This design comes from an exercise in tuning for small area on the open sky130 flow, not from production work. Only simulation tests tie the RTL to the original design; equivalence was not proved. No activity file was given, so power comes from the tool's default toggle rates.

==> design.v <==
module REG8_hold(clk,rst_n,in,out,s);
parameter N=8;
input clk,s,rst_n;
input [N-1:0] in;
output [N-1:0] out;
reg [N-1:0] out;
always @ (posedge clk or negedge rst_n)
begin
    if (!rst_n) out <= {N{1'b0}};
    else if (!s) out <= in;
end
endmodule
module REG24_hold(clk,rst_n,in,out);
parameter N=24;
input clk,rst_n;
input [N-1:0] in;
output [N-1:0] out;
reg [N-1:0] out;
always @ (posedge clk or negedge rst_n)
begin
    if (!rst_n) out <= {N{1'b0}};
    else out <= in;
end
endmodule
module FA(a, b, c, s, co);
input a, b, c;
output s, co;
assign s = a ^ b ^ c;
assign co = (a & b) | (a & c) | (b & c);
endmodule
module HA(a, b, s, co);
input a, b;
output s, co;
assign s = a ^ b;
assign co = a & b;
endmodule
module PE_c1(Err_mac, Err_mult, w, a, c_out);
input Err_mac, Err_mult;
input [7:0] w, a;
output [15:0] c_out;
wire [7:0] x = {a[7] & ~(Err_mac | Err_mult), a[6:0] & {7{~Err_mac}}};
wire [7:0] y = {w[7:2] & {6{~Err_mult}}, w[1], Err_mult ? ~w[1] : w[0]};
  wire n65, n66, n67, n68, n69, n70, n71, n72, n73, n74, n75, n76, n77, n78, n79, n80, n81, n82, n83, n84, n85, n86, n87, n88, n89, n90, n91, n92, n93, n94, n95, n96, n97, n98, n99, n100, n101, n102, n103, n104, n105, n106, n107, n108, n109, n110, n111, n112, n113, n114, n115, n116, n117, n118, n119, n120, n121, n122, n123, n124, n125, n126, n127, n128, n129, n130, n131, n132, n133, n134, n135, n136, n137, n138, n139, n140, n141, n142, n143, n144, n145, n146, n147, n148, n150, n151, n152, n153, n154, n155, n156, n157, n158, n159, n160, n161, n162, n163, n164, n165, n166, n167, n168, n169, n170, n171, n172, n173, n174, n175, n176, n177;
  wire n1 = (x[0] & y[0]);
  wire n2 = (x[0] & y[1]);
  wire n3 = (x[1] & y[0]);
  wire n4 = (x[0] & y[2]);
  wire n5 = (x[1] & y[1]);
  wire n6 = (x[2] & y[0]);
  wire n7 = (x[0] & y[3]);
  wire n8 = (x[1] & y[2]);
  wire n9 = (x[2] & y[1]);
  wire n10 = (x[3] & y[0]);
  wire n11 = (x[0] & y[4]);
  wire n12 = (x[1] & y[3]);
  wire n13 = (x[2] & y[2]);
  wire n14 = (x[3] & y[1]);
  wire n15 = (x[4] & y[0]);
  wire n16 = (x[0] & y[5]);
  wire n17 = (x[1] & y[4]);
  wire n18 = (x[2] & y[3]);
  wire n19 = (x[3] & y[2]);
  wire n20 = (x[4] & y[1]);
  wire n21 = (x[5] & y[0]);
  wire n22 = (x[0] & y[6]);
  wire n23 = (x[1] & y[5]);
  wire n24 = (x[2] & y[4]);
  wire n25 = (x[3] & y[3]);
  wire n26 = (x[4] & y[2]);
  wire n27 = (x[5] & y[1]);
  wire n28 = (x[6] & y[0]);
  wire n29 = ~(x[0] & y[7]);
  wire n30 = (x[1] & y[6]);
  wire n31 = (x[2] & y[5]);
  wire n32 = (x[3] & y[4]);
  wire n33 = (x[4] & y[3]);
  wire n34 = (x[5] & y[2]);
  wire n35 = (x[6] & y[1]);
  wire n36 = ~(x[7] & y[0]);
  wire n37 = ~(x[1] & y[7]);
  wire n38 = (x[2] & y[6]);
  wire n39 = (x[3] & y[5]);
  wire n40 = (x[4] & y[4]);
  wire n41 = (x[5] & y[3]);
  wire n42 = (x[6] & y[2]);
  wire n43 = ~(x[7] & y[1]);
  wire n44 = ~(x[2] & y[7]);
  wire n45 = (x[3] & y[6]);
  wire n46 = (x[4] & y[5]);
  wire n47 = (x[5] & y[4]);
  wire n48 = (x[6] & y[3]);
  wire n49 = ~(x[7] & y[2]);
  wire n50 = ~(x[3] & y[7]);
  wire n51 = (x[4] & y[6]);
  wire n52 = (x[5] & y[5]);
  wire n53 = (x[6] & y[4]);
  wire n54 = ~(x[7] & y[3]);
  wire n55 = ~(x[4] & y[7]);
  wire n56 = (x[5] & y[6]);
  wire n57 = (x[6] & y[5]);
  wire n58 = ~(x[7] & y[4]);
  wire n59 = ~(x[5] & y[7]);
  wire n60 = (x[6] & y[6]);
  wire n61 = ~(x[7] & y[5]);
  wire n62 = ~(x[6] & y[7]);
  wire n63 = ~(x[7] & y[6]);
  wire n64 = (x[7] & y[7]);
  HA u_n65 (n22, n23, n65, n66);
  FA u_n67 (n29, n30, n31, n67, n68);
  HA u_n69 (n32, n33, n69, n70);
  FA u_n71 (n37, n38, n39, n71, n72);
  FA u_n73 (n40, n41, n42, n73, n74);
  FA u_n75 (n44, n45, n46, n75, n76);
  HA u_n77 (n11, n12, n77, n78);
  FA u_n79 (n16, n17, n18, n79, n80);
  HA u_n81 (n19, n20, n81, n82);
  FA u_n83 (n65, n24, n25, n83, n84);
  FA u_n85 (n26, n27, n28, n85, n86);
  FA u_n87 (n66, n67, n69, n87, n88);
  FA u_n89 (n34, n35, n36, n89, n90);
  FA u_n91 (n68, n70, n71, n91, n92);
  FA u_n93 (n73, n43, 1'b1, n93, n94);
  FA u_n95 (n72, n74, n75, n95, n96);
  FA u_n97 (n47, n48, n49, n97, n98);
  FA u_n99 (n76, n50, n51, n99, n100);
  FA u_n101 (n52, n53, n54, n101, n102);
  FA u_n103 (n55, n56, n57, n103, n104);
  HA u_n105 (n7, n8, n105, n106);
  FA u_n107 (n77, n13, n14, n107, n108);
  FA u_n109 (n78, n79, n81, n109, n110);
  FA u_n111 (n80, n82, n83, n111, n112);
  FA u_n113 (n84, n86, n87, n113, n114);
  FA u_n115 (n88, n90, n91, n115, n116);
  FA u_n117 (n92, n94, n95, n117, n118);
  FA u_n119 (n96, n98, n99, n119, n120);
  FA u_n121 (n100, n102, n103, n121, n122);
  FA u_n123 (n104, n59, n60, n123, n124);
  HA u_n125 (n4, n5, n125, n126);
  FA u_n127 (n105, n9, n10, n127, n128);
  FA u_n129 (n106, n107, n15, n129, n130);
  FA u_n131 (n108, n109, n21, n131, n132);
  FA u_n133 (n110, n111, n85, n133, n134);
  FA u_n135 (n112, n113, n89, n135, n136);
  FA u_n137 (n114, n115, n93, n137, n138);
  FA u_n139 (n116, n117, n97, n139, n140);
  FA u_n141 (n118, n119, n101, n141, n142);
  FA u_n143 (n120, n121, n58, n143, n144);
  FA u_n145 (n122, n123, n61, n145, n146);
  FA u_n147 (n124, n62, n63, n147, n148);
  wire n149 = n1;
  HA u_n150 (n2, n3, n150, n151);
  FA u_n152 (n125, n6, n151, n152, n153);
  FA u_n154 (n126, n127, n153, n154, n155);
  FA u_n156 (n128, n129, n155, n156, n157);
  FA u_n158 (n130, n131, n157, n158, n159);
  FA u_n160 (n132, n133, n159, n160, n161);
  FA u_n162 (n134, n135, n161, n162, n163);
  FA u_n164 (n136, n137, n163, n164, n165);
  FA u_n166 (n138, n139, n165, n166, n167);
  FA u_n168 (n140, n141, n167, n168, n169);
  FA u_n170 (n142, n143, n169, n170, n171);
  FA u_n172 (n144, n145, n171, n172, n173);
  FA u_n174 (n146, n147, n173, n174, n175);
  FA u_n176 (n148, n64, n175, n176, n177);
  wire n178 = 1'b1 ^ n177;
assign c_out = {n178, n176, n174, n172, n170, n168, n166, n164, n162, n160, n158, n156, n154, n152, n150, n149};
endmodule
module PE_c2(Err_mac, Err_mult, w, a, c_in, c_out);
input Err_mac, Err_mult;
input [7:0] w, a;
input [15:0] c_in;
output [16:0] c_out;
wire [7:0] x = {a[7] & ~(Err_mac | Err_mult), a[6:0] & {7{~Err_mac}}};
wire [7:0] y = {w[7:2] & {6{~Err_mult}}, w[1], Err_mult ? ~w[1] : w[0]};
  wire n66, n67, n68, n69, n70, n71, n72, n73, n74, n75, n76, n77, n78, n79, n80, n81, n82, n83, n84, n85, n86, n87, n88, n89, n90, n91, n92, n93, n94, n95, n96, n97, n98, n99, n100, n101, n102, n103, n104, n105, n106, n107, n108, n109, n110, n111, n112, n113, n114, n115, n116, n117, n118, n119, n120, n121, n122, n123, n124, n125, n126, n127, n128, n129, n130, n131, n132, n133, n134, n135, n136, n137, n138, n139, n140, n141, n142, n143, n144, n145, n146, n147, n148, n149, n150, n151, n152, n153, n154, n155, n156, n157, n158, n159, n160, n161, n162, n163, n164, n165, n166, n167, n168, n169, n170, n171, n172, n173, n174, n175, n176, n177, n178, n179, n180, n181, n182, n183, n184, n185, n186, n187, n188, n189, n190, n191, n192, n193, n194, n195, n196, n197, n198, n199, n200, n201, n202, n203, n204, n205, n206, n207, n208, n209;
  wire n1 = (x[0] & y[0]);
  wire n2 = (x[0] & y[1]);
  wire n3 = (x[1] & y[0]);
  wire n4 = (x[0] & y[2]);
  wire n5 = (x[1] & y[1]);
  wire n6 = (x[2] & y[0]);
  wire n7 = (x[0] & y[3]);
  wire n8 = (x[1] & y[2]);
  wire n9 = (x[2] & y[1]);
  wire n10 = (x[3] & y[0]);
  wire n11 = (x[0] & y[4]);
  wire n12 = (x[1] & y[3]);
  wire n13 = (x[2] & y[2]);
  wire n14 = (x[3] & y[1]);
  wire n15 = (x[4] & y[0]);
  wire n16 = (x[0] & y[5]);
  wire n17 = (x[1] & y[4]);
  wire n18 = (x[2] & y[3]);
  wire n19 = (x[3] & y[2]);
  wire n20 = (x[4] & y[1]);
  wire n21 = (x[5] & y[0]);
  wire n22 = (x[0] & y[6]);
  wire n23 = (x[1] & y[5]);
  wire n24 = (x[2] & y[4]);
  wire n25 = (x[3] & y[3]);
  wire n26 = (x[4] & y[2]);
  wire n27 = (x[5] & y[1]);
  wire n28 = (x[6] & y[0]);
  wire n29 = ~(x[0] & y[7]);
  wire n30 = (x[1] & y[6]);
  wire n31 = (x[2] & y[5]);
  wire n32 = (x[3] & y[4]);
  wire n33 = (x[4] & y[3]);
  wire n34 = (x[5] & y[2]);
  wire n35 = (x[6] & y[1]);
  wire n36 = ~(x[7] & y[0]);
  wire n37 = ~(x[1] & y[7]);
  wire n38 = (x[2] & y[6]);
  wire n39 = (x[3] & y[5]);
  wire n40 = (x[4] & y[4]);
  wire n41 = (x[5] & y[3]);
  wire n42 = (x[6] & y[2]);
  wire n43 = ~(x[7] & y[1]);
  wire n44 = ~(x[2] & y[7]);
  wire n45 = (x[3] & y[6]);
  wire n46 = (x[4] & y[5]);
  wire n47 = (x[5] & y[4]);
  wire n48 = (x[6] & y[3]);
  wire n49 = ~(x[7] & y[2]);
  wire n50 = ~(x[3] & y[7]);
  wire n51 = (x[4] & y[6]);
  wire n52 = (x[5] & y[5]);
  wire n53 = (x[6] & y[4]);
  wire n54 = ~(x[7] & y[3]);
  wire n55 = ~(x[4] & y[7]);
  wire n56 = (x[5] & y[6]);
  wire n57 = (x[6] & y[5]);
  wire n58 = ~(x[7] & y[4]);
  wire n59 = ~(x[5] & y[7]);
  wire n60 = (x[6] & y[6]);
  wire n61 = ~(x[7] & y[5]);
  wire n62 = ~(x[6] & y[7]);
  wire n63 = ~(x[7] & y[6]);
  wire n64 = (x[7] & y[7]);
  wire n65 = ~c_in[15];
  HA u_n66 (n16, n17, n66, n67);
  FA u_n68 (n22, n23, n24, n68, n69);
  HA u_n70 (n25, n26, n70, n71);
  FA u_n72 (n29, n30, n31, n72, n73);
  FA u_n74 (n32, n33, n34, n74, n75);
  HA u_n76 (n35, n36, n76, n77);
  FA u_n78 (n37, n38, n39, n78, n79);
  FA u_n80 (n40, n41, n42, n80, n81);
  FA u_n82 (n43, c_in[8], 1'b1, n82, n83);
  FA u_n84 (n44, n45, n46, n84, n85);
  FA u_n86 (n47, n48, n49, n86, n87);
  FA u_n88 (n50, n51, n52, n88, n89);
  HA u_n90 (n7, n8, n90, n91);
  FA u_n92 (n11, n12, n13, n92, n93);
  HA u_n94 (n14, n15, n94, n95);
  FA u_n96 (n66, n18, n19, n96, n97);
  FA u_n98 (n20, n21, c_in[5], n98, n99);
  FA u_n100 (n67, n68, n70, n100, n101);
  FA u_n102 (n27, n28, c_in[6], n102, n103);
  FA u_n104 (n69, n71, n72, n104, n105);
  FA u_n106 (n74, n76, c_in[7], n106, n107);
  FA u_n108 (n73, n75, n77, n108, n109);
  FA u_n110 (n78, n80, n82, n110, n111);
  FA u_n112 (n79, n81, n83, n112, n113);
  FA u_n114 (n84, n86, c_in[9], n114, n115);
  FA u_n116 (n85, n87, n88, n116, n117);
  FA u_n118 (n53, n54, c_in[10], n118, n119);
  FA u_n120 (n89, n55, n56, n120, n121);
  FA u_n122 (n57, n58, c_in[11], n122, n123);
  FA u_n124 (n59, n60, n61, n124, n125);
  HA u_n126 (n4, n5, n126, n127);
  FA u_n128 (n90, n9, n10, n128, n129);
  FA u_n130 (n91, n92, n94, n130, n131);
  FA u_n132 (n93, n95, n96, n132, n133);
  FA u_n134 (n97, n99, n100, n134, n135);
  FA u_n136 (n101, n103, n104, n136, n137);
  FA u_n138 (n105, n107, n108, n138, n139);
  FA u_n140 (n109, n111, n112, n140, n141);
  FA u_n142 (n113, n115, n116, n142, n143);
  FA u_n144 (n117, n119, n120, n144, n145);
  FA u_n146 (n121, n123, n124, n146, n147);
  FA u_n148 (n125, n62, n63, n148, n149);
  HA u_n150 (n2, n3, n150, n151);
  FA u_n152 (n126, n6, c_in[2], n152, n153);
  FA u_n154 (n127, n128, c_in[3], n154, n155);
  FA u_n156 (n129, n130, c_in[4], n156, n157);
  FA u_n158 (n131, n132, n98, n158, n159);
  FA u_n160 (n133, n134, n102, n160, n161);
  FA u_n162 (n135, n136, n106, n162, n163);
  FA u_n164 (n137, n138, n110, n164, n165);
  FA u_n166 (n139, n140, n114, n166, n167);
  FA u_n168 (n141, n142, n118, n168, n169);
  FA u_n170 (n143, n144, n122, n170, n171);
  FA u_n172 (n145, n146, c_in[12], n172, n173);
  FA u_n174 (n147, n148, c_in[13], n174, n175);
  FA u_n176 (n149, n64, c_in[14], n176, n177);
  HA u_n178 (n1, c_in[0], n178, n179);
  FA u_n180 (n150, c_in[1], n179, n180, n181);
  FA u_n182 (n151, n152, n181, n182, n183);
  FA u_n184 (n153, n154, n183, n184, n185);
  FA u_n186 (n155, n156, n185, n186, n187);
  FA u_n188 (n157, n158, n187, n188, n189);
  FA u_n190 (n159, n160, n189, n190, n191);
  FA u_n192 (n161, n162, n191, n192, n193);
  FA u_n194 (n163, n164, n193, n194, n195);
  FA u_n196 (n165, n166, n195, n196, n197);
  FA u_n198 (n167, n168, n197, n198, n199);
  FA u_n200 (n169, n170, n199, n200, n201);
  FA u_n202 (n171, n172, n201, n202, n203);
  FA u_n204 (n173, n174, n203, n204, n205);
  FA u_n206 (n175, n176, n205, n206, n207);
  FA u_n208 (n177, n65, n207, n208, n209);
  wire n210 = 1'b1 ^ n209;
assign c_out = {n210, n208, n206, n204, n202, n200, n198, n196, n194, n192, n190, n188, n186, n184, n182, n180, n178};
endmodule
module PE_c3(Err_mac, Err_mult, w, a, c_in, c_out);
input Err_mac, Err_mult;
input [7:0] w, a;
input [16:0] c_in;
output [16:0] c_out;
wire [7:0] x = {a[7] & ~(Err_mac | Err_mult), a[6:0] & {7{~Err_mac}}};
wire [7:0] y = {w[7:2] & {6{~Err_mult}}, w[1], Err_mult ? ~w[1] : w[0]};
  wire n66, n67, n68, n69, n70, n71, n72, n73, n74, n75, n76, n77, n78, n79, n80, n81, n82, n83, n84, n85, n86, n87, n88, n89, n90, n91, n92, n93, n94, n95, n96, n97, n98, n99, n100, n101, n102, n103, n104, n105, n106, n107, n108, n109, n110, n111, n112, n113, n114, n115, n116, n117, n118, n119, n120, n121, n122, n123, n124, n125, n126, n127, n128, n129, n130, n131, n132, n133, n134, n135, n136, n137, n138, n139, n140, n141, n142, n143, n144, n145, n146, n147, n148, n149, n150, n151, n152, n153, n154, n155, n156, n157, n158, n159, n160, n161, n162, n163, n164, n165, n166, n167, n168, n169, n170, n171, n172, n173, n174, n175, n176, n177, n178, n179, n180, n181, n182, n183, n184, n185, n186, n187, n188, n189, n190, n191, n192, n193, n194, n195, n196, n197, n198, n199, n200, n201, n202, n203, n204, n205, n206, n207, n208, n209, n210, n211;
  wire n1 = (x[0] & y[0]);
  wire n2 = (x[0] & y[1]);
  wire n3 = (x[1] & y[0]);
  wire n4 = (x[0] & y[2]);
  wire n5 = (x[1] & y[1]);
  wire n6 = (x[2] & y[0]);
  wire n7 = (x[0] & y[3]);
  wire n8 = (x[1] & y[2]);
  wire n9 = (x[2] & y[1]);
  wire n10 = (x[3] & y[0]);
  wire n11 = (x[0] & y[4]);
  wire n12 = (x[1] & y[3]);
  wire n13 = (x[2] & y[2]);
  wire n14 = (x[3] & y[1]);
  wire n15 = (x[4] & y[0]);
  wire n16 = (x[0] & y[5]);
  wire n17 = (x[1] & y[4]);
  wire n18 = (x[2] & y[3]);
  wire n19 = (x[3] & y[2]);
  wire n20 = (x[4] & y[1]);
  wire n21 = (x[5] & y[0]);
  wire n22 = (x[0] & y[6]);
  wire n23 = (x[1] & y[5]);
  wire n24 = (x[2] & y[4]);
  wire n25 = (x[3] & y[3]);
  wire n26 = (x[4] & y[2]);
  wire n27 = (x[5] & y[1]);
  wire n28 = (x[6] & y[0]);
  wire n29 = ~(x[0] & y[7]);
  wire n30 = (x[1] & y[6]);
  wire n31 = (x[2] & y[5]);
  wire n32 = (x[3] & y[4]);
  wire n33 = (x[4] & y[3]);
  wire n34 = (x[5] & y[2]);
  wire n35 = (x[6] & y[1]);
  wire n36 = ~(x[7] & y[0]);
  wire n37 = ~(x[1] & y[7]);
  wire n38 = (x[2] & y[6]);
  wire n39 = (x[3] & y[5]);
  wire n40 = (x[4] & y[4]);
  wire n41 = (x[5] & y[3]);
  wire n42 = (x[6] & y[2]);
  wire n43 = ~(x[7] & y[1]);
  wire n44 = ~(x[2] & y[7]);
  wire n45 = (x[3] & y[6]);
  wire n46 = (x[4] & y[5]);
  wire n47 = (x[5] & y[4]);
  wire n48 = (x[6] & y[3]);
  wire n49 = ~(x[7] & y[2]);
  wire n50 = ~(x[3] & y[7]);
  wire n51 = (x[4] & y[6]);
  wire n52 = (x[5] & y[5]);
  wire n53 = (x[6] & y[4]);
  wire n54 = ~(x[7] & y[3]);
  wire n55 = ~(x[4] & y[7]);
  wire n56 = (x[5] & y[6]);
  wire n57 = (x[6] & y[5]);
  wire n58 = ~(x[7] & y[4]);
  wire n59 = ~(x[5] & y[7]);
  wire n60 = (x[6] & y[6]);
  wire n61 = ~(x[7] & y[5]);
  wire n62 = ~(x[6] & y[7]);
  wire n63 = ~(x[7] & y[6]);
  wire n64 = (x[7] & y[7]);
  wire n65 = ~c_in[16];
  HA u_n66 (n16, n17, n66, n67);
  FA u_n68 (n22, n23, n24, n68, n69);
  HA u_n70 (n25, n26, n70, n71);
  FA u_n72 (n29, n30, n31, n72, n73);
  FA u_n74 (n32, n33, n34, n74, n75);
  HA u_n76 (n35, n36, n76, n77);
  FA u_n78 (n37, n38, n39, n78, n79);
  FA u_n80 (n40, n41, n42, n80, n81);
  FA u_n82 (n43, c_in[8], 1'b1, n82, n83);
  FA u_n84 (n44, n45, n46, n84, n85);
  FA u_n86 (n47, n48, n49, n86, n87);
  FA u_n88 (n50, n51, n52, n88, n89);
  HA u_n90 (n7, n8, n90, n91);
  FA u_n92 (n11, n12, n13, n92, n93);
  HA u_n94 (n14, n15, n94, n95);
  FA u_n96 (n66, n18, n19, n96, n97);
  FA u_n98 (n20, n21, c_in[5], n98, n99);
  FA u_n100 (n67, n68, n70, n100, n101);
  FA u_n102 (n27, n28, c_in[6], n102, n103);
  FA u_n104 (n69, n71, n72, n104, n105);
  FA u_n106 (n74, n76, c_in[7], n106, n107);
  FA u_n108 (n73, n75, n77, n108, n109);
  FA u_n110 (n78, n80, n82, n110, n111);
  FA u_n112 (n79, n81, n83, n112, n113);
  FA u_n114 (n84, n86, c_in[9], n114, n115);
  FA u_n116 (n85, n87, n88, n116, n117);
  FA u_n118 (n53, n54, c_in[10], n118, n119);
  FA u_n120 (n89, n55, n56, n120, n121);
  FA u_n122 (n57, n58, c_in[11], n122, n123);
  FA u_n124 (n59, n60, n61, n124, n125);
  HA u_n126 (n4, n5, n126, n127);
  FA u_n128 (n90, n9, n10, n128, n129);
  FA u_n130 (n91, n92, n94, n130, n131);
  FA u_n132 (n93, n95, n96, n132, n133);
  FA u_n134 (n97, n99, n100, n134, n135);
  FA u_n136 (n101, n103, n104, n136, n137);
  FA u_n138 (n105, n107, n108, n138, n139);
  FA u_n140 (n109, n111, n112, n140, n141);
  FA u_n142 (n113, n115, n116, n142, n143);
  FA u_n144 (n117, n119, n120, n144, n145);
  FA u_n146 (n121, n123, n124, n146, n147);
  FA u_n148 (n125, n62, n63, n148, n149);
  HA u_n150 (n2, n3, n150, n151);
  FA u_n152 (n126, n6, c_in[2], n152, n153);
  FA u_n154 (n127, n128, c_in[3], n154, n155);
  FA u_n156 (n129, n130, c_in[4], n156, n157);
  FA u_n158 (n131, n132, n98, n158, n159);
  FA u_n160 (n133, n134, n102, n160, n161);
  FA u_n162 (n135, n136, n106, n162, n163);
  FA u_n164 (n137, n138, n110, n164, n165);
  FA u_n166 (n139, n140, n114, n166, n167);
  FA u_n168 (n141, n142, n118, n168, n169);
  FA u_n170 (n143, n144, n122, n170, n171);
  FA u_n172 (n145, n146, c_in[12], n172, n173);
  FA u_n174 (n147, n148, c_in[13], n174, n175);
  FA u_n176 (n149, n64, c_in[14], n176, n177);
  HA u_n178 (c_in[15], 1'b1, n178, n179);
  HA u_n180 (n1, c_in[0], n180, n181);
  FA u_n182 (n150, c_in[1], n181, n182, n183);
  FA u_n184 (n151, n152, n183, n184, n185);
  FA u_n186 (n153, n154, n185, n186, n187);
  FA u_n188 (n155, n156, n187, n188, n189);
  FA u_n190 (n157, n158, n189, n190, n191);
  FA u_n192 (n159, n160, n191, n192, n193);
  FA u_n194 (n161, n162, n193, n194, n195);
  FA u_n196 (n163, n164, n195, n196, n197);
  FA u_n198 (n165, n166, n197, n198, n199);
  FA u_n200 (n167, n168, n199, n200, n201);
  FA u_n202 (n169, n170, n201, n202, n203);
  FA u_n204 (n171, n172, n203, n204, n205);
  FA u_n206 (n173, n174, n205, n206, n207);
  FA u_n208 (n175, n176, n207, n208, n209);
  FA u_n210 (n177, n178, n209, n210, n211);
  wire n212 = n179 ^ n65 ^ n211;
assign c_out = {n212, n210, n208, n206, n204, n202, n200, n198, n196, n194, n192, n190, n188, n186, n184, n182, n180};
endmodule
module PE_c4(Err_mac, Err_mult, w, a, c_in, c_out);
input Err_mac, Err_mult;
input [7:0] w, a;
input [16:0] c_in;
output [17:0] c_out;
wire [7:0] x = {a[7] & ~(Err_mac | Err_mult), a[6:0] & {7{~Err_mac}}};
wire [7:0] y = {w[7:2] & {6{~Err_mult}}, w[1], Err_mult ? ~w[1] : w[0]};
  wire n66, n67, n68, n69, n70, n71, n72, n73, n74, n75, n76, n77, n78, n79, n80, n81, n82, n83, n84, n85, n86, n87, n88, n89, n90, n91, n92, n93, n94, n95, n96, n97, n98, n99, n100, n101, n102, n103, n104, n105, n106, n107, n108, n109, n110, n111, n112, n113, n114, n115, n116, n117, n118, n119, n120, n121, n122, n123, n124, n125, n126, n127, n128, n129, n130, n131, n132, n133, n134, n135, n136, n137, n138, n139, n140, n141, n142, n143, n144, n145, n146, n147, n148, n149, n150, n151, n152, n153, n154, n155, n156, n157, n158, n159, n160, n161, n162, n163, n164, n165, n166, n167, n168, n169, n170, n171, n172, n173, n174, n175, n176, n177, n178, n179, n180, n181, n182, n183, n184, n185, n186, n187, n188, n189, n190, n191, n192, n193, n194, n195, n196, n197, n198, n199, n200, n201, n202, n203, n204, n205, n206, n207, n208, n209, n210, n211, n212, n213;
  wire n1 = (x[0] & y[0]);
  wire n2 = (x[0] & y[1]);
  wire n3 = (x[1] & y[0]);
  wire n4 = (x[0] & y[2]);
  wire n5 = (x[1] & y[1]);
  wire n6 = (x[2] & y[0]);
  wire n7 = (x[0] & y[3]);
  wire n8 = (x[1] & y[2]);
  wire n9 = (x[2] & y[1]);
  wire n10 = (x[3] & y[0]);
  wire n11 = (x[0] & y[4]);
  wire n12 = (x[1] & y[3]);
  wire n13 = (x[2] & y[2]);
  wire n14 = (x[3] & y[1]);
  wire n15 = (x[4] & y[0]);
  wire n16 = (x[0] & y[5]);
  wire n17 = (x[1] & y[4]);
  wire n18 = (x[2] & y[3]);
  wire n19 = (x[3] & y[2]);
  wire n20 = (x[4] & y[1]);
  wire n21 = (x[5] & y[0]);
  wire n22 = (x[0] & y[6]);
  wire n23 = (x[1] & y[5]);
  wire n24 = (x[2] & y[4]);
  wire n25 = (x[3] & y[3]);
  wire n26 = (x[4] & y[2]);
  wire n27 = (x[5] & y[1]);
  wire n28 = (x[6] & y[0]);
  wire n29 = ~(x[0] & y[7]);
  wire n30 = (x[1] & y[6]);
  wire n31 = (x[2] & y[5]);
  wire n32 = (x[3] & y[4]);
  wire n33 = (x[4] & y[3]);
  wire n34 = (x[5] & y[2]);
  wire n35 = (x[6] & y[1]);
  wire n36 = ~(x[7] & y[0]);
  wire n37 = ~(x[1] & y[7]);
  wire n38 = (x[2] & y[6]);
  wire n39 = (x[3] & y[5]);
  wire n40 = (x[4] & y[4]);
  wire n41 = (x[5] & y[3]);
  wire n42 = (x[6] & y[2]);
  wire n43 = ~(x[7] & y[1]);
  wire n44 = ~(x[2] & y[7]);
  wire n45 = (x[3] & y[6]);
  wire n46 = (x[4] & y[5]);
  wire n47 = (x[5] & y[4]);
  wire n48 = (x[6] & y[3]);
  wire n49 = ~(x[7] & y[2]);
  wire n50 = ~(x[3] & y[7]);
  wire n51 = (x[4] & y[6]);
  wire n52 = (x[5] & y[5]);
  wire n53 = (x[6] & y[4]);
  wire n54 = ~(x[7] & y[3]);
  wire n55 = ~(x[4] & y[7]);
  wire n56 = (x[5] & y[6]);
  wire n57 = (x[6] & y[5]);
  wire n58 = ~(x[7] & y[4]);
  wire n59 = ~(x[5] & y[7]);
  wire n60 = (x[6] & y[6]);
  wire n61 = ~(x[7] & y[5]);
  wire n62 = ~(x[6] & y[7]);
  wire n63 = ~(x[7] & y[6]);
  wire n64 = (x[7] & y[7]);
  wire n65 = ~c_in[16];
  HA u_n66 (n16, n17, n66, n67);
  FA u_n68 (n22, n23, n24, n68, n69);
  HA u_n70 (n25, n26, n70, n71);
  FA u_n72 (n29, n30, n31, n72, n73);
  FA u_n74 (n32, n33, n34, n74, n75);
  HA u_n76 (n35, n36, n76, n77);
  FA u_n78 (n37, n38, n39, n78, n79);
  FA u_n80 (n40, n41, n42, n80, n81);
  FA u_n82 (n43, c_in[8], 1'b1, n82, n83);
  FA u_n84 (n44, n45, n46, n84, n85);
  FA u_n86 (n47, n48, n49, n86, n87);
  FA u_n88 (n50, n51, n52, n88, n89);
  HA u_n90 (n7, n8, n90, n91);
  FA u_n92 (n11, n12, n13, n92, n93);
  HA u_n94 (n14, n15, n94, n95);
  FA u_n96 (n66, n18, n19, n96, n97);
  FA u_n98 (n20, n21, c_in[5], n98, n99);
  FA u_n100 (n67, n68, n70, n100, n101);
  FA u_n102 (n27, n28, c_in[6], n102, n103);
  FA u_n104 (n69, n71, n72, n104, n105);
  FA u_n106 (n74, n76, c_in[7], n106, n107);
  FA u_n108 (n73, n75, n77, n108, n109);
  FA u_n110 (n78, n80, n82, n110, n111);
  FA u_n112 (n79, n81, n83, n112, n113);
  FA u_n114 (n84, n86, c_in[9], n114, n115);
  FA u_n116 (n85, n87, n88, n116, n117);
  FA u_n118 (n53, n54, c_in[10], n118, n119);
  FA u_n120 (n89, n55, n56, n120, n121);
  FA u_n122 (n57, n58, c_in[11], n122, n123);
  FA u_n124 (n59, n60, n61, n124, n125);
  HA u_n126 (n4, n5, n126, n127);
  FA u_n128 (n90, n9, n10, n128, n129);
  FA u_n130 (n91, n92, n94, n130, n131);
  FA u_n132 (n93, n95, n96, n132, n133);
  FA u_n134 (n97, n99, n100, n134, n135);
  FA u_n136 (n101, n103, n104, n136, n137);
  FA u_n138 (n105, n107, n108, n138, n139);
  FA u_n140 (n109, n111, n112, n140, n141);
  FA u_n142 (n113, n115, n116, n142, n143);
  FA u_n144 (n117, n119, n120, n144, n145);
  FA u_n146 (n121, n123, n124, n146, n147);
  FA u_n148 (n125, n62, n63, n148, n149);
  HA u_n150 (n2, n3, n150, n151);
  FA u_n152 (n126, n6, c_in[2], n152, n153);
  FA u_n154 (n127, n128, c_in[3], n154, n155);
  FA u_n156 (n129, n130, c_in[4], n156, n157);
  FA u_n158 (n131, n132, n98, n158, n159);
  FA u_n160 (n133, n134, n102, n160, n161);
  FA u_n162 (n135, n136, n106, n162, n163);
  FA u_n164 (n137, n138, n110, n164, n165);
  FA u_n166 (n139, n140, n114, n166, n167);
  FA u_n168 (n141, n142, n118, n168, n169);
  FA u_n170 (n143, n144, n122, n170, n171);
  FA u_n172 (n145, n146, c_in[12], n172, n173);
  FA u_n174 (n147, n148, c_in[13], n174, n175);
  FA u_n176 (n149, n64, c_in[14], n176, n177);
  HA u_n178 (c_in[15], 1'b1, n178, n179);
  HA u_n180 (n1, c_in[0], n180, n181);
  FA u_n182 (n150, c_in[1], n181, n182, n183);
  FA u_n184 (n151, n152, n183, n184, n185);
  FA u_n186 (n153, n154, n185, n186, n187);
  FA u_n188 (n155, n156, n187, n188, n189);
  FA u_n190 (n157, n158, n189, n190, n191);
  FA u_n192 (n159, n160, n191, n192, n193);
  FA u_n194 (n161, n162, n193, n194, n195);
  FA u_n196 (n163, n164, n195, n196, n197);
  FA u_n198 (n165, n166, n197, n198, n199);
  FA u_n200 (n167, n168, n199, n200, n201);
  FA u_n202 (n169, n170, n201, n202, n203);
  FA u_n204 (n171, n172, n203, n204, n205);
  FA u_n206 (n173, n174, n205, n206, n207);
  FA u_n208 (n175, n176, n207, n208, n209);
  FA u_n210 (n177, n178, n209, n210, n211);
  FA u_n212 (n179, n65, n211, n212, n213);
  wire n214 = 1'b1 ^ n213;
assign c_out = {n214, n212, n210, n208, n206, n204, n202, n200, n198, n196, n194, n192, n190, n188, n186, n184, n182, n180};
endmodule
module PEreg_c1(Err_mac, Err_mult, w_in, a_in, w_out, a_out, c_out, clk, rst_n, hold);
input [7:0] w_in, a_in;
input Err_mac, Err_mult, clk, rst_n, hold;
output [7:0] w_out, a_out;
output [15:0] c_out;
wire [15:0] p_sum;
PE_c1 PE_no_reg(Err_mac, Err_mult, w_out, a_out, p_sum);
REG8_hold regW(clk, rst_n, w_in, w_out, hold);
REG8_hold regA(clk, rst_n, a_in, a_out, 1'b0);
REG24_hold #(16) regC(clk, rst_n, p_sum, c_out);
endmodule
module PEreg_c2(Err_mac, Err_mult, w_in, a_in, c_in, w_out, a_out, c_out, clk, rst_n, hold);
input [7:0] w_in, a_in;
input [15:0] c_in;
input Err_mac, Err_mult, clk, rst_n, hold;
output [7:0] w_out, a_out;
output [16:0] c_out;
wire [16:0] p_sum;
PE_c2 PE_no_reg(Err_mac, Err_mult, w_out, a_out, c_in, p_sum);
REG8_hold regW(clk, rst_n, w_in, w_out, hold);
REG8_hold regA(clk, rst_n, a_in, a_out, 1'b0);
REG24_hold #(17) regC(clk, rst_n, p_sum, c_out);
endmodule
module PEreg_c3(Err_mac, Err_mult, w_in, a_in, c_in, w_out, a_out, c_out, clk, rst_n, hold);
input [7:0] w_in, a_in;
input [16:0] c_in;
input Err_mac, Err_mult, clk, rst_n, hold;
output [7:0] w_out, a_out;
output [16:0] c_out;
wire [16:0] p_sum;
PE_c3 PE_no_reg(Err_mac, Err_mult, w_out, a_out, c_in, p_sum);
REG8_hold regW(clk, rst_n, w_in, w_out, hold);
REG8_hold regA(clk, rst_n, a_in, a_out, 1'b0);
REG24_hold #(17) regC(clk, rst_n, p_sum, c_out);
endmodule
module PEreg_c4(Err_mac, Err_mult, w_in, a_in, c_in, w_out, a_out, c_out, clk, rst_n, hold);
input [7:0] w_in, a_in;
input [16:0] c_in;
input Err_mac, Err_mult, clk, rst_n, hold;
output [7:0] w_out, a_out;
output [17:0] c_out;
wire [17:0] p_sum;
PE_c4 PE_no_reg(Err_mac, Err_mult, w_out, a_out, c_in, p_sum);
REG8_hold regW(clk, rst_n, w_in, w_out, hold);
REG8_hold regA(clk, rst_n, a_in, a_out, 1'b0);
REG24_hold #(18) regC(clk, rst_n, p_sum, c_out);
endmodule
module Arr4x4(Err_mac, Err_mult,
             w1_in, w2_in, w3_in, w4_in,
             a1_in, a2_in, a3_in, a4_in,
             w1_out, w2_out, w3_out, w4_out,
             a1_out, a2_out, a3_out, a4_out,
             c1_out, c2_out, c3_out, c4_out,
             clk, rst_n, hold);
input [7:0] w1_in, w2_in, w3_in, w4_in;
input [7:0] a1_in, a2_in, a3_in, a4_in;
input clk, rst_n, hold;
input [15:0] Err_mac, Err_mult;
output [7:0] w1_out, w2_out, w3_out, w4_out;
output [7:0] a1_out, a2_out, a3_out, a4_out;
output [23:0] c1_out, c2_out, c3_out, c4_out;
wire [7:0] w11, a11;
wire [15:0] c11;
wire [7:0] w12, a12;
wire [16:0] c12;
wire [7:0] w13, a13;
wire [16:0] c13;
wire [7:0] w14, a14;
wire [17:0] c14;
wire [7:0] w21, a21;
wire [15:0] c21;
wire [7:0] w22, a22;
wire [16:0] c22;
wire [7:0] w23, a23;
wire [16:0] c23;
wire [7:0] w24, a24;
wire [17:0] c24;
wire [7:0] w31, a31;
wire [15:0] c31;
wire [7:0] w32, a32;
wire [16:0] c32;
wire [7:0] w33, a33;
wire [16:0] c33;
wire [7:0] w34, a34;
wire [17:0] c34;
wire [7:0] w41, a41;
wire [15:0] c41;
wire [7:0] w42, a42;
wire [16:0] c42;
wire [7:0] w43, a43;
wire [16:0] c43;
wire [7:0] w44, a44;
wire [17:0] c44;
PEreg_c1 PE11(Err_mac[0], Err_mult[0], w1_in, a1_in, w11, a11, c11, clk, rst_n, hold);
PEreg_c1 PE21(Err_mac[1], Err_mult[1], w2_in, a11, w21, a21, c21, clk, rst_n, hold);
PEreg_c1 PE31(Err_mac[2], Err_mult[2], w3_in, a21, w31, a31, c31, clk, rst_n, hold);
PEreg_c1 PE41(Err_mac[3], Err_mult[3], w4_in, a31, w41, a41, c41, clk, rst_n, hold);
PEreg_c2 PE12(Err_mac[4], Err_mult[4], w11, a2_in, c11, w12, a12, c12, clk, rst_n, hold);
PEreg_c2 PE22(Err_mac[5], Err_mult[5], w21, a12, c21, w22, a22, c22, clk, rst_n, hold);
PEreg_c2 PE32(Err_mac[6], Err_mult[6], w31, a22, c31, w32, a32, c32, clk, rst_n, hold);
PEreg_c2 PE42(Err_mac[7], Err_mult[7], w41, a32, c41, w42, a42, c42, clk, rst_n, hold);
PEreg_c3 PE13(Err_mac[8], Err_mult[8], w12, a3_in, c12, w13, a13, c13, clk, rst_n, hold);
PEreg_c3 PE23(Err_mac[9], Err_mult[9], w22, a13, c22, w23, a23, c23, clk, rst_n, hold);
PEreg_c3 PE33(Err_mac[10], Err_mult[10], w32, a23, c32, w33, a33, c33, clk, rst_n, hold);
PEreg_c3 PE43(Err_mac[11], Err_mult[11], w42, a33, c42, w43, a43, c43, clk, rst_n, hold);
PEreg_c4 PE14(Err_mac[12], Err_mult[12], w13, a4_in, c13, w14, a14, c14, clk, rst_n, hold);
PEreg_c4 PE24(Err_mac[13], Err_mult[13], w23, a14, c23, w24, a24, c24, clk, rst_n, hold);
PEreg_c4 PE34(Err_mac[14], Err_mult[14], w33, a24, c33, w34, a34, c34, clk, rst_n, hold);
PEreg_c4 PE44(Err_mac[15], Err_mult[15], w43, a34, c43, w44, a44, c44, clk, rst_n, hold);
assign c1_out = {{6{c14[17]}}, c14};
assign w1_out = w14;
assign a1_out = a41;
assign c2_out = {{6{c24[17]}}, c24};
assign w2_out = w24;
assign a2_out = a42;
assign c3_out = {{6{c34[17]}}, c34};
assign w3_out = w34;
assign a3_out = a43;
assign c4_out = {{6{c44[17]}}, c44};
assign w4_out = w44;
assign a4_out = a44;
endmodule
==> run.sh <==
#!/bin/bash
# synth_recipe.tcl (not shown) runs the flow's synth.tcl, then flattens the netlist and writes it again
# the make line also repeats each setting of config.mk as NAME=value (left out here)
make -C /OpenROAD-flow-scripts/flow DESIGN_CONFIG=/design/flow/config.mk WORK_HOME=/design/flow/orfs CLKGATE_MAP_FILE= SYNTH_SCRIPT=/design/flow/synth_recipe.tcl finish
==> config.mk <==
export PLATFORM = sky130hd
export DESIGN_NAME = Arr4x4
export DESIGN_NICKNAME = Arr4x4
export VERILOG_FILES = /design/flow/design.v
export SDC_FILE = /design/flow/constraint.sdc
export NUM_CORES = 4
export LEC_CHECK = 0
export CAP_MARGIN = 20
export CORE_MARGIN = 2
export CORE_UTILIZATION = 40
export SLEW_MARGIN = 20
==> constraint.sdc <==
create_clock -name core_clock -period 7.5 [get_ports {clk}]
set_input_delay 1.5000 -clock core_clock [delete_from_list [all_inputs] [get_ports {clk}]]
set_output_delay 1.5000 -clock core_clock [all_outputs]
set_load 0.01 [all_outputs]
==> results of run 1 <==
[timing repair]
action | 4_1_cts | 5_1_grt
setup endpoints to repair | 37 | 31
cloned | 0 | 1
gates resized for setup | 147 | 115
buffers inserted | 8 | 8
pin swaps | 53 | 50
[state kept, by name, summed over array words and instances, names as in the netlist, 16 cells and up]
register	count
PE33.regC.out	17
PE13.regC.out	17
PE24.regC.out	18
PE41.regC.out	16
PE23.regC.out	17
PE42.regC.out	17
PE32.regC.out	17
PE34.regC.out	18
PE21.regC.out	16
PE14.regC.out	18
PE12.regC.out	17
PE43.regC.out	17
PE11.regC.out	16
PE44.regC.out	18
PE22.regC.out	17
PE31.regC.out	16
[cells by family after synthesis]
kind of cell    after synthesis  synth area share (%)
flops                       528                  27.8
buf+inv                    1188                  9.80
compound gates              107                  1.18
xor+xnor                      8                 0.147
fa+ha+maj                  1092                  43.7
simple gates               1275                  14.4
mux                         126                  2.98
[stage by stage]
stage / TNS [ns] / setup slack (ns) / power [mW]
floorplan: -11.38 / -0.678 / 10.8
global placement: -46.19 / -1.45 / 14.2
detailed placement: -48.61 / -1.48 / 14.6
CTS: -1.38 / -0.458 / 18.3
global route: -2.87 / -0.579 / 19.8
finish: -0.992 / -0.346 / 17.8
[layer usage]
layer / vias up / share of wire (%)
li1: 13700 / -
met1: 15200 / 46
met2: 509 / 46
met3: 181 / 4.0
met4: 10 / 3.1
met5: - / 0.056
[worst paths after layout]
kind                                                 start  cells after the start                            to  slack [ns]
min in group asynchronous                            rst_n                      1  PE41.regW.out[3]$_DFFE_PN0N_        0.80
max in group asynchronous                            rst_n                      3   PE14.regC.out[10]$_DFF_PN0_        4.99
worst min-delay path            PE14.regA.out[7]$_DFF_PN0_                      0    PE24.regA.out[7]$_DFF_PN0_        0.39
worst max-delay path                          Err_mult[13]                     24   PE24.regC.out[16]$_DFF_PN0_       -0.35
worst min register to register  PE14.regA.out[7]$_DFF_PN0_                      0    PE24.regA.out[7]$_DFF_PN0_        0.39
worst max register to register  PE24.regA.out[0]$_DFF_PN0_                     23   PE24.regC.out[16]$_DFF_PN0_        0.16
[synth_stat cells, types with 16 or more instances]
| library cell | number | area [um^2] |
|---|---|---|
| inv_1 | 1064 | 3990 |
| fa_1 | 952 | 19100 |
| dfrtp_1 | 528 | 13200 |
| nor2_1 | 385 | 1450 |
| nand2b_1 | 259 | 1620 |
| and3_1 | 146 | 913 |
| ha_1 | 140 | 1750 |
| mux2_2 | 126 | 1420 |
| and2_1 | 116 | 726 |
| nor2b_1 | 105 | 657 |
| nand2_1 | 82 | 308 |
| a21oi_1 | 73 | 365 |
| nand3_1 | 62 | 310 |
| or2_2 | 53 | 332 |
| clkbuf_1 | 48 | 180 |
| buf_4 | 34 | 255 |
| o21ai_0 | 25 | 125 |
| buf_2 | 21 | 105 |
| nand3b_1 | 16 | 120 |
[layout by cell type, fill, tap and decap left out, types with 12 or more instances in the layout]
cell	n
fa_1	756
dfrtp_1	528
and2_1	115
buf_6	18
clkbuf_16	71
nand3b_1	16
buf_4	365
nand2b_1	208
fa_2	196
a21oi_1	70
ha_1	136
nand3_1	62
mux2_2	126
nand2_1	82
and3_1	129
nor2_2	23
inv_2	24
nor2b_1	98
bufinv_16	12
or2_2	53
clkdlybuf4s50_1	226
o21ai_0	21
nor2_1	359
and3_4	17
inv_1	1040
nand2b_4	51
[final cells by class]
class                      count  area (um^2)
clock buffer                  91         1960
tap                         1536         1920
timing repair buffer         634         5520
multi-input combinational   2608        30900
sequential                   528        13200
clock inverter                34          539
fill                       10600        60000
inverter                    1064         3990
[power breakdown]
part	switching, mW	internal [mW]	total, mW
registers	0.689	3.94	4.63
clock network	1.35	2.27	3.61
logic	4.86	4.74	9.60
==> results.py, run 1 <==
metrics = {
    "status": {
        "status": "finished with violations",
        "failed_checks": "negative setup slack",
    },
    "finish": {
        "stdcell_area_um2": 58000,
        "final_core_util_pct": 49.1,
        "drive_gt1_share_pct": 21.0,
        "fin_cells": 6495,
        "area_delta_synth_final_pct": 21.9,
        "n_antenna_cell": 0,
        "num-nets-final": 6096,
    },
    "clock_network": {
        "cts-hold-fix-buffers": 0,
        "clock-root-buffer": "clkbuf_16",
        "clk_path_buf_depth": 3,
        "clock_latency_ns": 0.64,
        "cts_tree": "done",
        "htree_levels": 3,
        "path_clk_slew_ns": 0.06,
        "cts_buffers": 69,
        "cts.sink_count": 528,
    },
    "logic_synthesis": {
        "synth-seq-cells": 528,
        "avgSynthCellArea_um2": 11.0,
        "synth_area_um2": 47600,
        "synth-edff-count": 0,
        "synthDistinctLibCells": 39,
        "synth_seq_area_share_pct": 27.8,
        "postSynthNetCount": 5515,
        "syn_inst": 4324,
        "synthArstFlopShare_pct": 100,
        "synth_ff_type": "dfrtp_1",
        "yosysWarnings": 4,
    },
    "setup_path": {
        "required_ns": 8.07,
        "end_kind": "register",
        "arrival_ns": 8.42,
        "crit_type": "in -> reg",
        "path_buf_inv": 5,
        "critical-path-max-stage-delay_ns": 0.53,
        "worstPathCellList": "buf_12 > nor3b_4 > and2_1 > ha_1 > inv_2 > fa_1 > inv_1 > fa_1 > fa_2 > fa_2 > fa_2 > fa_2 > fa_2 > fa_2 > fa_2 > fa_2 > fa_2 > fa_2 > fa_2 > fa_2 > fa_2 > inv_2 > fa_2 > inv_2",
        "crit_fanout": 5,
        "cpMaxStageDelayCell": "fa_1",
        "critPathMostFrequentCell": "fa_2",
        "cp-start-kind": "input port",
        "cpLargestDelayFamily": "adder cells",
    },
    "run": {
        "maxCapViolations": 0,
    },
    "global_route": {
        "gr-usage-met1_pct": 27.6,
        "grt_pass1_vias": 33100,
        "busiest_layer": "met2",
        "met3_usage_pct": 2.94,
        "antenna_found_initial": 6,
        "grt_overflow": 0,
        "globalRouteTotalUtil_pct": 19.4,
        "grt_max_degree": 146,
        "grt_use_met2_pct": 30.8,
        "grt_pass1_wl_mm": 184,
    },
    "sta": {
        "whs_ns": 0.387,
        "period_needed_ns": 7.85,
        "min_period_over_period_pct": 105,
        "final-setup-viol-count": 6,
        "skew_ns": 0.0290,
        "slew_viol_final": 0,
        "fmax_mhz": 127,
        "slew_headroom_pct": 38.7,
        "grt_setup_unrepaired": "true",
        "finalHoldViolCount": 0,
        "tightest_slew_ns": 0.920,
        "fin_ws_ns": -0.346,
    },
    "routing": {
        "wl_per_cell_um": 17.3,
        "viasPerCell": 4.56,
        "drc_errors": 0,
        "firstDrtPassIters": 5,
        "final_antenna_net_count": 0,
        "wirelength_mm": 113,
        "drt_iter0_drc": 1546,
        "vias": 29600,
    },
    "die": {
        "die_area_um2": 122000,
        "core_area_um2": 118000,
        "start_util_pct": 40.3,
        "num_io_pins": 259,
        "die_h_um": 349,
        "die_width_um": 349,
        "rows": 126,
    },
    "placed_design": {
        "gp_congestion": 0.908,
        "hpwl_mm": 94.0,
        "dp.cells": 6354,
        "dpl_cell_area_um2": 55000,
        "io_buffers": 258,
    },
    "pwr": {
        "ir_worst_vdd_mv": 0.194,
        "total_leakage_power_nw": 27.1,
        "p_per_area_nw_per_um2": 307,
    },
    "worst_hold_path": {
        "hold_path.class": "reg -> reg",
    },
}
==> run 2: changes to the inputs <==
--- a/config.mk
+++ b/config.mk
@@ -7,2 +7,3 @@
 export LEC_CHECK = 0
+export ABC_AREA = 1
 export CAP_MARGIN = 20
==> results.py, run 2 <==
metrics = {
    "finish": {
        "final_common_cell": "inv_1",
        "stdcell_area_um2": 57500,
        "fin_cells": 6927,
        "num-nets-final": 6568,
        "drive_gt1_share_pct": 19.7,
        "area_delta_synth_final_pct": 25.9,
        "n_antenna_cell": 0,
        "final_cell_mix": "inv_1, fa_1, nor2_1",
    },
    "logic_synthesis": {
        "yosysWarnings": 4,
        "synth_ff_type": "dfrtp_1",
        "synth_seq_area_share_pct": 28.9,
        "synth_top_area_share_pct": 41.7,
        "synthArstFlopShare_pct": 100,
        "synth_area_um2": 45700,
        "synth.most_common_cell": "inv_1",
        "synthTopCellsByArea": "fa_1, dfrtp_1, inv_1",
        "synthDistinctLibCells": 19,
        "avgSynthCellArea_um2": 9.96,
        "netlist.top_cell.by_area": "fa_1",
        "syn_inst": 4586,
        "postSynthNetCount": 5777,
        "synth-edff-count": 0,
        "synth-seq-cells": 528,
        "synth_common_cells": "inv_1, fa_1, nor2_1, dfrtp_1, nand2_1",
    },
    "setup_path": {
        "arrival_ns": 8.31,
        "required_ns": 8.07,
        "cp-start-kind": "input port",
        "end_kind": "register",
        "crit_fanout": 6,
        "crit_type": "in -> reg",
    },
    "placed_design": {
        "pre_cts_slack_ns": -1.42,
        "dpl_cell_area_um2": 54400,
        "dp.cells": 6766,
        "hpwl_mm": 98.3,
        "gp_congestion": 0.945,
        "io_buffers": 258,
    },
    "clock_network": {
        "clock_latency_ns": 0.63,
        "path_clk_slew_ns": 0.06,
        "clock-root-buffer": "clkbuf_16",
        "cts-hold-fix-buffers": 0,
        "cts.sink_count": 528,
        "cts_buffers": 68,
        "clk_path_buf_depth": 3,
        "cts_tree": "done",
        "htree_levels": 3,
    },
    "global_route": {
        "grt_max_degree": 132,
        "grt_overflow": 0,
        "antenna_found_initial": 3,
        "globalRouteTotalUtil_pct": 20.7,
        "grt_pass1_wl_mm": 187,
        "grt_pass1_vias": 34400,
    },
    "sta": {
        "skew_ns": 0.0192,
        "finalHoldViolCount": 0,
        "grt_setup_unrepaired": "true",
        "slew_viol_final": 0,
        "min_period_over_period_pct": 103,
        "period_needed_ns": 7.73,
        "final-setup-viol-count": 5,
        "slew_headroom_pct": 36.8,
        "tightest_slew_ns": 0.947,
        "fmax_mhz": 129,
        "fin_ws_ns": -0.233,
    },
    "routing": {
        "vias": 30800,
        "viasPerCell": 4.44,
        "drt_iter0_drc": 1542,
        "wl_per_cell_um": 16.7,
        "drc_errors": 0,
        "firstDrtPassIters": 5,
        "final_antenna_net_count": 0,
        "wirelength_mm": 116,
    },
    "die": {
        "rows": 123,
        "die_width_um": 342,
        "die_area_um2": 117000,
        "core_area_um2": 113000,
        "start_util_pct": 40.5,
        "num_io_pins": 259,
        "die_h_um": 342,
    },
    "run": {
        "maxCapViolations": 0,
    },
    "status": {
        "failed_checks": "negative setup slack",
        "status": "finished with violations",
    },
    "pwr": {
        "total_leakage_power_nw": 28.1,
        "p_per_area_nw_per_um2": 292,
        "ir_worst_vdd_mv": 0.191,
    },
    "worst_hold_path": {
        "hold_path.class": "reg -> reg",
    },
}
==> run 2: changes by cell type after synthesis, moves of 40 or more <==
cell	before	now
nand2b_1	259	0
nand2_1	82	506
inv_1	1064	1330
o21ai_0	25	90
and2_1	116	0
nor2b_1	105	0
nor2_1	385	828
and3_1	146	0
clkbuf_1	48	8
or2_2	53	0
mux2_2	126	0
==> run 2: cell type report <==
cell class / count / area (um^2)
inverters: 1345 / 5210
multi-input cells: 2659 / 28300
flip-flops and latches: 528 / 13200
fillers: 10300 / 55300
well taps: 1500 / 1880
repair buffers: 775 / 6560
clock inverters: 26 / 345
clock buffers: 94 / 2010
==> run 2: what timing repair did <==
action / in CTS / in global routing
pin swaps: 47 / 70
cloned: 0 / 0
gates resized for setup: 154 / 170
setup endpoints to repair: 44 / 33
endpoints found under the hold margin: 0 / 0
buffers inserted: 28 / 16
==> run 2: critical path, stage by stage <==
cell,delay (ns)
buf_8,0.10
buf_4,0.13
buf_4,0.13
nand2_1,0.05
o21ai_1,0.06
buf_4,0.16
inv_2,0.05
nand2_1,0.06
fa_1,0.48
inv_1,0.05
fa_1,0.46
fa_2,0.37
fa_2,0.35
fa_2,0.35
fa_2,0.35
fa_2,0.36
fa_2,0.35
fa_2,0.35
fa_2,0.35
fa_2,0.35
fa_2,0.34
fa_2,0.35
fa_2,0.36
fa_2,0.36
inv_2,0.06
fa_1,0.38
inv_1,0.06
==> run 2: path summary, 6_finish.rpt <==
kind / depth (start not counted) / end / slack (ns) / from
worst max register to register: 23 / PE34.regC.out[16]$_DFF_PN0_ / 0.33 / PE34.regA.out[0]$_DFF_PN0_
worst max-delay path: 27 / PE24.regC.out[16]$_DFF_PN0_ / -0.23 / Err_mult[13]
min in group asynchronous: 1 / PE41.regW.out[7]$_DFFE_PN0N_ / 0.83 / rst_n
worst min register to register: 0 / PE21.regA.out[5]$_DFF_PN0_ / 0.38 / PE11.regA.out[5]$_DFF_PN0_
worst min-delay path: 0 / PE21.regA.out[5]$_DFF_PN0_ / 0.38 / PE11.regA.out[5]$_DFF_PN0_
max in group asynchronous: 2 / PE14.regC.out[8]$_DFF_PN0_ / 5.26 / rst_n
==> run 2: logic make-up after synthesis <==
logic type	count (synthesis)	synth area share, %
adders and majority gates	1092	45.6
AOI/OAI and AO/OA	141	1.58
DFF	528	28.9
and+or+nand+nor	1426	12.0
buffers and inverters	1399	11.9
==> run 2: per-stage QoR <==
stage          utilization (%)  hold slack [ns]  TNS (ns)  total power [mW]
2_1_floorplan                -            0.354     -8.65              10.1
3_3_place_gp              48.2            0.362    -53.65              13.3
3_5_place_dp              48.2            0.370    -56.68              13.6
4_1_cts                   50.5            0.383     -1.60              17.1
5_1_grt                   51.0            0.394     -2.70              18.6
6_report                  51.0            0.380    -0.798              16.8
==> run 2: where the power goes <==
part / switching [mW] / internal [mW] / total, mW
clock: 1.31 / 2.11 / 3.42
sequential: 0.579 / 3.88 / 4.46
combinational: 4.61 / 4.28 / 8.89
total: 6.50 / 10.3 / 16.8
==> run 2: per-layer routing <==
| metal | vias up | track usage, % | routed length, um |
|---|---|---|---|
| met4 | 6 | 7.18 | 4140 |
| met2 | 631 | 33.6 | 54600 |
| li1 | 14500 | - | - |
| met5 | - | 0 | 44 |
| met1 | 15500 | 28.8 | 52300 |
| met3 | 187 | 2.96 | 4860 |

afterwards: timing with drivers on the ports:
How much do the figures lean on ideal ports? The routed layouts below were timed once more, with nothing changed but the port constraints. Step 1 (the two cells are an assumption about what drives the block):
set clk [get_ports {clk}]
set_driving_cell -lib_cell sky130_fd_sc_hd__clkbuf_16 $clk
set_driving_cell -lib_cell sky130_fd_sc_hd__buf_2 [delete_from_list [all_inputs] $clk]
Step 2 times the ports against the registers' clock, not the clock port: input delays grow and output delays shrink by t, the midpoint of the rising clock arrivals with the driver on. a / b / c = no drivers / after step 1 / after step 2; a / b = the first two.
| run | t (ns) | setup slack, ns | clock arrival spread, ns |
|---|---|---|---|
| run 1 | 0.696 | -0.346 / -0.352 / -1.048 | 0.037 / 0.037 |
| run 2 | 0.686 | -0.233 / -0.339 / -1.025 | 0.024 / 0.023 |
For run 2, which loses most, drivers alone change the setup slack by -0.106 ns; drivers and shift together by -0.792 ns.
